What follows belongs to an exercise in optimizing a design on an open flow for small area, a short achievable clock period and few clock cycles; a production flow would make more cautious choices.
In this exercise RTL edits were held to simulation tests only and were not proved equivalent to the original.
No activity file was given, so power comes from the tool's default toggle rates.

==> flow/design.v <==
`timescale 1ns / 1ps
module mips_core(
    input wire clk,
    input wire rst,
    output wire[31:0] imem_addr,
    input wire[31:0] imem_rdata,
    output wire[31:0] dmem_addr,
    input wire[31:0] dmem_rdata,
    output wire[31:0] dmem_wdata,
    output wire[3:0] dmem_we
    );
reg [11:0] pc;               
reg        e_we;             
reg [4:0]  e_rd;
reg        e_movz;
reg        e_add, e_clz, e_load;
reg [3:0]  e_lut;            
reg        e_srl, e_sll, e_sra;
reg        e_lw, e_lb;
reg        e_store, e_sb;
reg        e_beq, e_bne, e_bgtz, e_jimm, e_jr;
reg [11:0] e_imm;            
reg [31:0] a;                
reg [31:0] b;                
reg [31:0] s;                
reg [3:0]  st_we;
reg [31:2] st_addr;
reg [31:0] st_data;
wire [31:0] rf [0:31];
assign rf[0] = 32'b0;
integer i;
wire [31:0] sum = a + b;
function [31:0] rev32(input [31:0] x);
    integer k;
    for (k = 0; k < 32; k = k + 1) rev32[k] = x[31-k];
endfunction
wire [4:0]  shamt = e_imm[10:6];
wire        sh_f = e_sra & b[31];
wire [31:0] sh0 = e_sll ? rev32(b) : b;
wire [31:0] sh1 = shamt[0] ? {{1{sh_f}},  sh0[31:1]}  : sh0;
wire [31:0] sh2 = shamt[1] ? {{2{sh_f}},  sh1[31:2]}  : sh1;
wire [31:0] sh3 = shamt[2] ? {{4{sh_f}},  sh2[31:4]}  : sh2;
wire [31:0] sh4 = shamt[3] ? {{8{sh_f}},  sh3[31:8]}  : sh3;
wire [31:0] sh_r = shamt[4] ? {{16{sh_f}}, sh4[31:16]} : sh4;
wire [15:0] z1; wire [15:0] c1;
wire [7:0]  z2; wire [15:0] c2;
wire [3:0]  z3; wire [11:0] c3;
wire [1:0]  z4; wire [7:0]  c4;
wire        z5; wire [4:0]  c5;
genvar g;
generate
    for (g = 0; g < 16; g = g + 1) begin : clz1
        assign z1[g] = ~a[2*g+1] & ~a[2*g];
        assign c1[g] = ~a[2*g+1];
    end
    for (g = 0; g < 8; g = g + 1) begin : clz2
        assign z2[g] = z1[2*g+1] & z1[2*g];
        assign c2[2*g+1:2*g] = z1[2*g+1] ? {1'b1, c1[2*g]} : {1'b0, c1[2*g+1]};
    end
    for (g = 0; g < 4; g = g + 1) begin : clz3
        assign z3[g] = z2[2*g+1] & z2[2*g];
        assign c3[3*g+2:3*g] = z2[2*g+1] ? {1'b1, c2[4*g+1:4*g]} : {1'b0, c2[4*g+3:4*g+2]};
    end
    for (g = 0; g < 2; g = g + 1) begin : clz4
        assign z4[g] = z3[2*g+1] & z3[2*g];
        assign c4[4*g+3:4*g] = z3[2*g+1] ? {1'b1, c3[6*g+2:6*g]} : {1'b0, c3[6*g+5:6*g+3]};
    end
endgenerate
assign z5 = z4[1] & z4[0];
assign c5 = z4[1] ? {1'b1, c4[3:0]} : {1'b0, c4[7:4]};
wire [5:0] clz = z5 ? 6'd32 : {1'b0, c5};
reg [31:0] lg;
always @(*)
    for (i = 0; i < 32; i = i + 1) lg[i] = e_lut[{a[i], b[i]}];
wire [12:0] pc_inc = {1'b0, pc} + 13'd1;
wire [31:0] alu =
      ({32{e_add}}   & sum)
    | lg
    | ({32{e_srl | e_sra}} & sh_r)
    | ({32{e_sll}}   & rev32(sh_r))
    | ({32{e_clz}}   & {26'b0, clz});
reg [7:0] ld_byte;
wire st_hit = (st_addr[11:2] == sum[11:2]);
wire [3:0] fwd = st_we & {4{st_hit}};
wire [31:0] mem_word = {fwd[3] ? st_data[31:24] : dmem_rdata[31:24],
                        fwd[2] ? st_data[23:16] : dmem_rdata[23:16],
                        fwd[1] ? st_data[15:8]  : dmem_rdata[15:8],
                        fwd[0] ? st_data[7:0]   : dmem_rdata[7:0]};
always @(*) begin
    case (sum[1:0])
        2'd0: ld_byte = mem_word[7:0];
        2'd1: ld_byte = mem_word[15:8];
        2'd2: ld_byte = mem_word[23:16];
        default: ld_byte = mem_word[31:24];
    endcase
end
wire [31:0] ld = e_lw ? mem_word : {{24{e_lb & ld_byte[7]}}, ld_byte};
wire [31:0] wb = e_load ? ld : alu;
wire wen = e_we & ~(e_movz & (|b));
assign dmem_addr = {st_addr[31:12], e_load ? sum[11:0] : {st_addr[11:2], 2'b00}};
assign dmem_wdata = st_data;
assign dmem_we = e_load ? 4'b0000 : st_we;
wire [3:0] st_we_next = ~e_store ? 4'b0000 :
                        ~e_sb ? 4'b1111 : (4'b0001 << sum[1:0]);
wire lg_nz = |lg;
wire taken = (e_beq & ~lg_nz) | (e_bne & lg_nz) | (e_bgtz & ~a[31] & lg_nz)
           | e_jimm | e_jr;
wire [11:0] target = e_jimm ? e_imm : e_jr ? a[13:2] : (pc + e_imm);
wire [11:0] pc_next = taken ? target : pc_inc[11:0];
assign imem_addr = {18'b0, pc, 2'b00};
wire [31:0] ins = imem_rdata;
wire [5:0]  op = ins[31:26];
wire [5:0]  fn = ins[5:0];
wire [4:0]  rs = ins[25:21];
wire [4:0]  rt = ins[20:16];
wire [4:0]  rd = ins[15:11];
wire isr     = (op == 6'h00);
wire d_addu  = isr & (fn == 6'h21);
wire d_and   = isr & (fn == 6'h24);
wire d_or    = isr & (fn == 6'h25);
wire d_xor   = isr & (fn == 6'h26);
wire d_nor   = isr & (fn == 6'h27);
wire d_sll   = isr & (fn == 6'h00);
wire d_srl   = isr & (fn == 6'h02);
wire d_sra   = isr & (fn == 6'h03);
wire d_jr    = isr & (fn == 6'h08);
wire d_movz  = isr & (fn == 6'h0A);
wire d_clz   = (op == 6'h1C) & (fn == 6'h20);
wire d_addiu = (op == 6'h09);
wire d_andi  = (op == 6'h0C);
wire d_ori   = (op == 6'h0D);
wire d_xori  = (op == 6'h0E);
wire d_lui   = (op == 6'h0F);
wire d_lw    = (op == 6'h23);
wire d_lb    = (op == 6'h20);
wire d_lbu   = (op == 6'h24);
wire d_sw    = (op == 6'h2B);
wire d_sb    = (op == 6'h28);
wire d_beq   = (op == 6'h04);
wire d_bne   = (op == 6'h05);
wire d_bgtz  = (op == 6'h07);
wire d_j     = (op == 6'h02);
wire d_jal   = (op == 6'h03);
wire d_shift = d_sll | d_srl | d_sra;
wire d_load  = d_lw | d_lb | d_lbu;
wire d_store = d_sw | d_sb;
wire d_wr_rd = d_addu | d_and | d_or | d_xor | d_nor | d_shift | d_movz | d_clz;
wire d_wr_rt = d_addiu | d_andi | d_ori | d_xori | d_lui | d_load;
wire [4:0] d_dst = d_jal ? 5'd31 : d_wr_rd ? rd : rt;
wire d_we = (d_wr_rd | d_wr_rt | d_jal) & (d_dst != 5'd0);
wire d_sext = d_addiu | d_load | d_store;
wire d_zext = d_andi | d_ori | d_xori;
wire [12:0] d_link = {1'b0, pc} + 13'd2;
wire [31:0] d_imm = d_jal  ? {17'b0, d_link, 2'b00} :
                    d_lui  ? {ins[15:0], 16'b0} :
                    d_zext ? {16'b0, ins[15:0]} :
                             {{16{ins[15]}}, ins[15:0]};
wire d_useimm = d_sext | d_zext | d_lui | d_jal;
wire [3:0] d_lut = (d_and | d_andi) ? 4'b1000 :
                   (d_or | d_ori)   ? 4'b1110 :
                   (d_xor | d_xori | d_beq | d_bne) ? 4'b0110 :
                   d_nor            ? 4'b0001 :
                   (d_movz | d_bgtz) ? 4'b1100 :
                   (d_lui | d_jal)  ? 4'b1010 : 4'b0000;
wire [31:0] sel_rs = 32'd1 << rs;
wire [31:0] sel_rt = 32'd1 << rt;
reg  [31:0] rf_rs, rf_rt;
always @(*) begin
    rf_rs = 32'b0;
    rf_rt = 32'b0;
    for (i = 1; i < 32; i = i + 1) begin
        rf_rs = rf_rs | ({32{sel_rs[i]}} & rf[i]);
        rf_rt = rf_rt | ({32{sel_rt[i]}} & rf[i]);
    end
end
wire [31:0] rsv = (wen && e_rd == rs) ? wb : rf_rs;
wire [31:0] rtv = (wen && e_rd == rt) ? wb : rf_rt;
always @(posedge clk) if (e_store) begin
    st_addr <= sum[31:2];
    st_data <= e_sb ? {4{s[7:0]}} : s;
end
always @(posedge clk) begin
    a <= rsv;
    b <= d_useimm ? d_imm : rtv;
    s <= rtv;
    e_rd <= d_dst;
    e_imm <= ins[11:0];
    e_lw <= d_lw;
    e_lb <= d_lb;
    e_sb <= d_sb;
    e_sll <= d_sll;
    e_srl <= d_srl;
    e_sra <= d_sra;
end
generate
    for (g = 1; g < 32; g = g + 1) begin : gpr
        reg [31:0] q;
        always @(posedge clk)
            if (wen && e_rd == g) q <= wb;
        assign rf[g] = q;
    end
endgenerate
always @(posedge clk or posedge rst) begin
    if (rst) begin
        pc <= 12'd0;
        st_we <= 4'b0000;
        e_we <= 1'b0;
        e_movz <= 1'b0;
        {e_add, e_clz, e_load} <= 3'b0;
        e_lut <= 4'b0000;
        {e_store, e_beq, e_bne, e_bgtz, e_jimm, e_jr} <= 6'b0;
    end else begin
        pc <= pc_next;
        if (e_store | ~e_load) st_we <= st_we_next;
        e_we <= d_we;
        e_movz <= d_movz;
        e_add <= d_addu | d_addiu;
        e_lut <= d_lut;
        e_clz <= d_clz;
        e_load <= d_load;
        e_store <= d_store;
        e_beq <= d_beq;
        e_bne <= d_bne;
        e_bgtz <= d_bgtz;
        e_jimm <= d_j | d_jal;
        e_jr <= d_jr;
    end
end
endmodule
export LEC_CHECK = 0
export ABC_CLOCK_PERIOD_IN_PS = 4000
export CAP_MARGIN = 20
export CORE_MARGIN = 2
export CORE_UTILIZATION = 35
export CTS_CLUSTER_DIAMETER = 80
export CTS_CLUSTER_SIZE = 24
export PLACE_DENSITY = 0.5
export SETUP_SLACK_MARGIN = 5
export SLEW_MARGIN = 20
export TNS_END_PERCENT = 100
create_clock -name core_clock -period 9.5 [get_ports {clk}]
run.sh (not shown) runs the stock make flow with config.mk's settings and CLKGATE_MAP_FILE= SYNTH_SCRIPT=/design/flow/synth_recipe.tcl, a recipe that flattens the netlist after the stock synthesis.
Testbench counts at the start, summed over its fixed seeds: cycles 68,379.
Rerun with:
--- a/flow/design.v
+++ b/flow/design.v
@@ -18,7 +18,8 @@
 reg        e_srl, e_sll, e_sra;
 reg        e_lw, e_lb;
 reg        e_store, e_sb;
-reg        e_beq, e_bne, e_bgtz, e_jimm, e_jr;
+reg        e_beq, e_bne, e_bgtz, e_jimm, e_jr, e_jal;
+reg [11:0] la;               
 reg [11:0] e_imm;            
 reg [31:0] a;                
 reg [31:0] b;                
@@ -80,14 +81,14 @@
     | ({32{e_sll}}   & rev32(sh_r))
     | ({32{e_clz}}   & {26'b0, clz});
 reg [7:0] ld_byte;
-wire st_hit = (st_addr[11:2] == sum[11:2]);
+wire st_hit = (la[11:2] == st_addr[11:2]);
 wire [3:0] fwd = st_we & {4{st_hit}};
 wire [31:0] mem_word = {fwd[3] ? st_data[31:24] : dmem_rdata[31:24],
                         fwd[2] ? st_data[23:16] : dmem_rdata[23:16],
                         fwd[1] ? st_data[15:8]  : dmem_rdata[15:8],
                         fwd[0] ? st_data[7:0]   : dmem_rdata[7:0]};
 always @(*) begin
-    case (sum[1:0])
+    case (la[1:0])
         2'd0: ld_byte = mem_word[7:0];
         2'd1: ld_byte = mem_word[15:8];
         2'd2: ld_byte = mem_word[23:16];
@@ -97,7 +98,7 @@
 wire [31:0] ld = e_lw ? mem_word : {{24{e_lb & ld_byte[7]}}, ld_byte};
 wire [31:0] wb = e_load ? ld : alu;
 wire wen = e_we & ~(e_movz & (|b));
-assign dmem_addr = {st_addr[31:12], e_load ? sum[11:0] : {st_addr[11:2], 2'b00}};
+assign dmem_addr = {st_addr[31:12], e_load ? la : {st_addr[11:2], 2'b00}};
 assign dmem_wdata = st_data;
 assign dmem_we = e_load ? 4'b0000 : st_we;
 wire [3:0] st_we_next = ~e_store ? 4'b0000 :
@@ -175,6 +176,8 @@
 end
 wire [31:0] rsv = (wen && e_rd == rs) ? wb : rf_rs;
 wire [31:0] rtv = (wen && e_rd == rt) ? wb : rf_rt;
+wire [11:0] d_base = (e_jal && rs == 5'd31) ? b[11:0] : rf_rs[11:0];
+wire d_hold = d_load & wen & (e_rd == rs) & ~e_jal;
 always @(posedge clk) if (e_store) begin
     st_addr <= sum[31:2];
     st_data <= e_sb ? {4{s[7:0]}} : s;
@@ -182,6 +185,7 @@
 always @(posedge clk) begin
     a <= rsv;
     b <= d_useimm ? d_imm : rtv;
+    la <= d_base + d_imm[11:0];
     s <= rtv;
     e_rd <= d_dst;
     e_imm <= ins[11:0];
@@ -208,7 +212,14 @@
         e_movz <= 1'b0;
         {e_add, e_clz, e_load} <= 3'b0;
         e_lut <= 4'b0000;
-        {e_store, e_beq, e_bne, e_bgtz, e_jimm, e_jr} <= 6'b0;
+        {e_store, e_beq, e_bne, e_bgtz, e_jimm, e_jr, e_jal} <= 7'b0;
+    end else if (d_hold) begin
+        if (e_store | ~e_load) st_we <= st_we_next;
+        e_we <= 1'b0;
+        e_movz <= 1'b0;
+        {e_add, e_clz, e_load} <= 3'b0;
+        e_lut <= 4'b0000;
+        {e_store, e_beq, e_bne, e_bgtz, e_jimm, e_jr, e_jal} <= 7'b0;
     end else begin
         pc <= pc_next;
         if (e_store | ~e_load) st_we <= st_we_next;
@@ -224,6 +235,7 @@
         e_bgtz <= d_bgtz;
         e_jimm <= d_j | d_jal;
         e_jr <= d_jr;
+        e_jal <= d_jal;
     end
 end
 endmodule
Non-clock buffer count fell by 46.
Worst hold slack stays flat.
Final area climbs by 3.5%.
Die area rises by 6.5%.
Total power grows by 2.0%.
Setup slack gets worse by 0.017 ns.
Testbench counts after the change, summed over its fixed seeds: cycles 68,489.

## static timing again, ports no longer ideal
How much do the figures lean on ideal ports? The routed layouts below were timed once more, with nothing changed but the port constraints. Step 1, drivers: a clkbuf_16 drives clk and a buf_2 each remaining input, both assumed. Step 2 times the ports against the registers' clock, not the clock port: input delays grow and output delays shrink by t, the midpoint of the rising clock arrivals with the driver on. Slacks: ideal ports / drivers / drivers and shift; pairs: ideal ports / drivers.
run	t, ns	setup slack, ns	worst hold slack (ns)
the first run	0.803	4.713 / 4.630 / 4.020	0.438 / 0.438 / 0.438
the second run	0.799	4.696 / 4.651 / 3.852	0.435 / 0.435 / 0.435
After both steps every run listed still meets setup and hold. The setup slack of the second run, which loses most, moves by -0.045 ns with the drivers and by -0.844 ns with both steps.
